Context: an optimization exercise on an open-source flow, tuned for small area and a short achievable clock period. The choices shown serve that exercise and are no tape-out recipe.
The RTL was checked by simulation tests, not by an equivalence proof against the original design.

==> module DIV_STEP, before the edit <==
module DIV_STEP #(parameter W = 1, parameter INV = 1) (
  input  wire [W-1:0] X,
  input  wire [W-1:0] BL,
  input  wire         BHZ,
  output wire         Q,
  output wire [W-1:0] XN
);
  wire [W:0]   c;
  wire [W-1:0] s;
  wire [W-1:0] y = INV ? BL : ~BL;
  assign c[0] = INV ? 1'b0 : 1'b1;
  genvar j;
  generate for (j = 0; j < W; j = j + 1) begin : g
    assign s[j]   = X[j] ^ y[j] ^ c[j];
    assign c[j+1] = (X[j] & y[j]) | (c[j] & (X[j] ^ y[j]));
  end endgenerate
  assign Q  = BHZ & (INV ? ~c[W] : c[W]);
  assign XN = ~(Q ? s : X);
endmodule
==> module DIV_LAST, before the edit <==
module DIV_LAST (
  input  wire [15:0] T,
  input  wire [15:0] B,
  output wire        Q
);
  wire [16:0] c;
  assign c[0] = 1'b1;
  genvar j;
  generate for (j = 0; j < 16; j = j + 1) begin : g
    assign c[j+1] = (T[j] & ~B[j]) | (c[j] & (T[j] ^ ~B[j]));
  end endgenerate
  assign Q = c[16];
endmodule
==> module DIV_HEAD, before the edit <==
module DIV_HEAD #(parameter K = 11) (
  input  wire [15:0]    A,
  input  wire [15:0]    B,
  output wire [15:16-K] Q,
  output wire [K-1:0]   R
);
  wire [15:1] nz;
  HIGH_OR U_nz (.B(B), .NZ(nz));
  genvar w;
  generate
    for (w = 1; w <= K; w = w + 1) begin : st
      wire [w-1:0] t;
      wire [w-1:0] r;
      if (w == 1) begin : f
        assign t = ~A[15];
      end else if (w % 2) begin : n
        assign t = {st[w-1].r, ~A[16-w]};
      end else begin : p
        assign t = {st[w-1].r, A[16-w]};
      end
      DIV_STEP #(.W(w), .INV(w % 2)) u (.X(t), .BL(B[w-1:0]), .BHZ(~nz[w]), .Q(Q[16-w]), .XN(r));
    end
  endgenerate
  assign R = st[K].r;
endmodule
==> module DIV_TAIL, before the edit <==
module DIV_TAIL #(parameter K = 11) (
  input  wire [15-K:0] A,
  input  wire [15:0]   B,
  input  wire [K-1:0]  RH,
  output wire [15-K:0] Q
);
  wire [15:1] nz;
  HIGH_OR U_nz (.B(B), .NZ(nz));
  genvar w;
  generate
    for (w = K + 1; w <= 15; w = w + 1) begin : st
      wire [w-1:0] t;
      wire [w-1:0] r;
      if (w == K + 1) begin : f
        if (w % 2) begin : n
          assign t = {RH, ~A[16-w]};
        end else begin : p
          assign t = {RH, A[16-w]};
        end
      end else if (w % 2) begin : n
        assign t = {st[w-1].r, ~A[16-w]};
      end else begin : p
        assign t = {st[w-1].r, A[16-w]};
      end
      DIV_STEP #(.W(w), .INV(w % 2)) u (.X(t), .BL(B[w-1:0]), .BHZ(~nz[w]), .Q(Q[16-w]), .XN(r));
    end
  endgenerate
  DIV_LAST u_last (.T({st[15].r, A[0]}), .B(B), .Q(Q[0]));
endmodule
Settings: LEC_CHECK=0, ABC_AREA=1, CAP_MARGIN=20, CORE_MARGIN=2, CORE_UTILIZATION=60, CTS_BUF_LIST=sky130_fd_sc_hd__clkbuf_8, SLEW_MARGIN=20; clock period 140.0 ns.
standard.sh (not shown) runs the stock make flow with config.mk's settings and CLKGATE_MAP_FILE= SYNTH_SCRIPT=/design/flow/synth_recipe.tcl, a recipe that flattens the netlist after the stock synthesis.
==> flow/flow/run.sh <==
#!/bin/bash
# The standard layout (the standard.sh) with these changes:
# - the port buffers are sky130_fd_sc_hd__buf_1 cells;
# - Yosys's synth skips its generic "abc -fast" pass before full-adder
#   extraction (ABC still maps the design to cells afterwards);
# - ABC's area script (ABC_AREA = 1) is replaced by an area-recovering
#   mapping without ABC's buffering and sizing: strash; dch; amap; topo
#   (a copy of ORFS's scripts folder, with only abc_area.script changed);
# - CTS builds a clock tree of clkbuf_8 cells without dummy loads
#   (CTS_ARGS: -sink_clustering_enable -repair_clock_nets -buf_list sky130_fd_sc_hd__clkbuf_8 -dont_use_dummy_load);
set -euo pipefail
cp -r "$FLOW_HOME/scripts" orfs_scripts
printf 'strash\ndch\namap\ntopo\n' > orfs_scripts/abc_area.script
export SCRIPTS_DIR="$PWD/orfs_scripts"
export BUFFER_PORTS_ARGS="-buffer_cell sky130_fd_sc_hd__buf_1"
export SYNTH_ARGS="-noabc"
export SETUP_SLACK_MARGIN=82.8
export CTS_ARGS="-sink_clustering_enable -repair_clock_nets -buf_list sky130_fd_sc_hd__clkbuf_8 -dont_use_dummy_load"
bash standard.sh > standard.log 2>&1
Change:
--- a/flow/design.v
+++ b/flow/design.v
@@ -53,35 +53,34 @@
   assign C16 = c[16];
 endmodule
-module DIV_STEP #(parameter W = 1, parameter INV = 1) (
-  input  wire [W-1:0] X,
+module DIV_STEP #(parameter W = 1) (
+  input  wire [W-1:0] U,
   input  wire [W-1:0] BL,
   input  wire         BHZ,
   output wire         Q,
-  output wire [W-1:0] XN
+  output wire [W-1:0] UN
 );
   wire [W:0]   c;
   wire [W-1:0] s;
-  wire [W-1:0] y = INV ? BL : ~BL;
-  assign c[0] = INV ? 1'b0 : 1'b1;
+  assign c[0] = 1'b0;
   genvar j;
   generate for (j = 0; j < W; j = j + 1) begin : g
-    assign s[j]   = X[j] ^ y[j] ^ c[j];
-    assign c[j+1] = (X[j] & y[j]) | (c[j] & (X[j] ^ y[j]));
+    assign s[j]   = U[j] ^ BL[j] ^ c[j];
+    assign c[j+1] = (U[j] & BL[j]) | (c[j] & (U[j] ^ BL[j]));
   end endgenerate
-  assign Q  = BHZ & (INV ? ~c[W] : c[W]);
-  assign XN = ~(Q ? s : X);
+  assign Q  = BHZ & ~c[W];
+  assign UN = Q ? s : U;
 endmodule
 module DIV_LAST (
-  input  wire [15:0] T,
+  input  wire [15:0] U,
   input  wire [15:0] B,
   output wire        Q
 );
   wire [16:0] c;
-  assign c[0] = 1'b1;
+  assign c[0] = 1'b0;
   genvar j;
   generate for (j = 0; j < 16; j = j + 1) begin : g
-    assign c[j+1] = (T[j] & ~B[j]) | (c[j] & (T[j] ^ ~B[j]));
+    assign c[j+1] = (U[j] & B[j]) | (c[j] & (U[j] ^ B[j]));
   end endgenerate
-  assign Q = c[16];
+  assign Q = ~c[16];
 endmodule
 module HIGH_OR (
@@ -122,10 +121,8 @@
       if (w == 1) begin : f
         assign t = ~A[15];
-      end else if (w % 2) begin : n
+      end else begin : n
         assign t = {st[w-1].r, ~A[16-w]};
-      end else begin : p
-        assign t = {st[w-1].r, A[16-w]};
       end
-      DIV_STEP #(.W(w), .INV(w % 2)) u (.X(t), .BL(B[w-1:0]), .BHZ(~nz[w]), .Q(Q[16-w]), .XN(r));
+      DIV_STEP #(.W(w)) u (.U(t), .BL(B[w-1:0]), .BHZ(~nz[w]), .Q(Q[16-w]), .UN(r));
     end
   endgenerate
@@ -146,18 +143,12 @@
       wire [w-1:0] r;
       if (w == K + 1) begin : f
-        if (w % 2) begin : n
-          assign t = {RH, ~A[16-w]};
-        end else begin : p
-          assign t = {RH, A[16-w]};
-        end
-      end else if (w % 2) begin : n
+        assign t = {RH, ~A[16-w]};
+      end else begin : n
         assign t = {st[w-1].r, ~A[16-w]};
-      end else begin : p
-        assign t = {st[w-1].r, A[16-w]};
       end
-      DIV_STEP #(.W(w), .INV(w % 2)) u (.X(t), .BL(B[w-1:0]), .BHZ(~nz[w]), .Q(Q[16-w]), .XN(r));
+      DIV_STEP #(.W(w)) u (.U(t), .BL(B[w-1:0]), .BHZ(~nz[w]), .Q(Q[16-w]), .UN(r));
     end
   endgenerate
-  DIV_LAST u_last (.T({st[15].r, A[0]}), .B(B), .Q(Q[0]));
+  DIV_LAST u_last (.U({st[15].r, ~A[0]}), .B(B), .Q(Q[0]));
 endmodule
 module MUL16 (
What happened: Routed wire length fell by a few percent. Fmax hardly moves. Critical path depth does not change. Final cell count increases slightly. Setup slack is about the same. Count of clock-buffer cells in the layout stays the same. Non-clock buffer count goes up by 19.

what the ideal ports hide:
The flow's constraints put no driver on any port. The routed layouts listed below were extracted and timed again, unchanged, in two steps. Step 1, drivers: a clkbuf_16 drives CLK_TOP and a buf_2 each remaining input, both assumed. Step 2 times the ports against the registers' clock, not the clock port: input delays grow and output delays shrink by t, the midpoint of the rising clock arrivals with the driver on. Slacks: ideal / step 1 / step 2; pairs: ideal / step 1.
| run | t, ns | slack for setup (ns) | hold WS [ns] | worst setup path after step 2 | pins driven straight from the clock port |
|---|---|---|---|---|---|
| the first run | 0.360 | 83.487 / 83.465 / 83.465 | 27.499 / 27.490 / 27.851 | input to output | 1 |
| the second run | 0.391 | 83.488 / 83.464 / 83.464 | 27.468 / 27.451 / 27.843 | input to output | 1 |
After both steps every run listed still meets setup and hold. The setup slack of the second run, which loses most, moves by -0.024 ns with the drivers and by -0.024 ns with both steps.
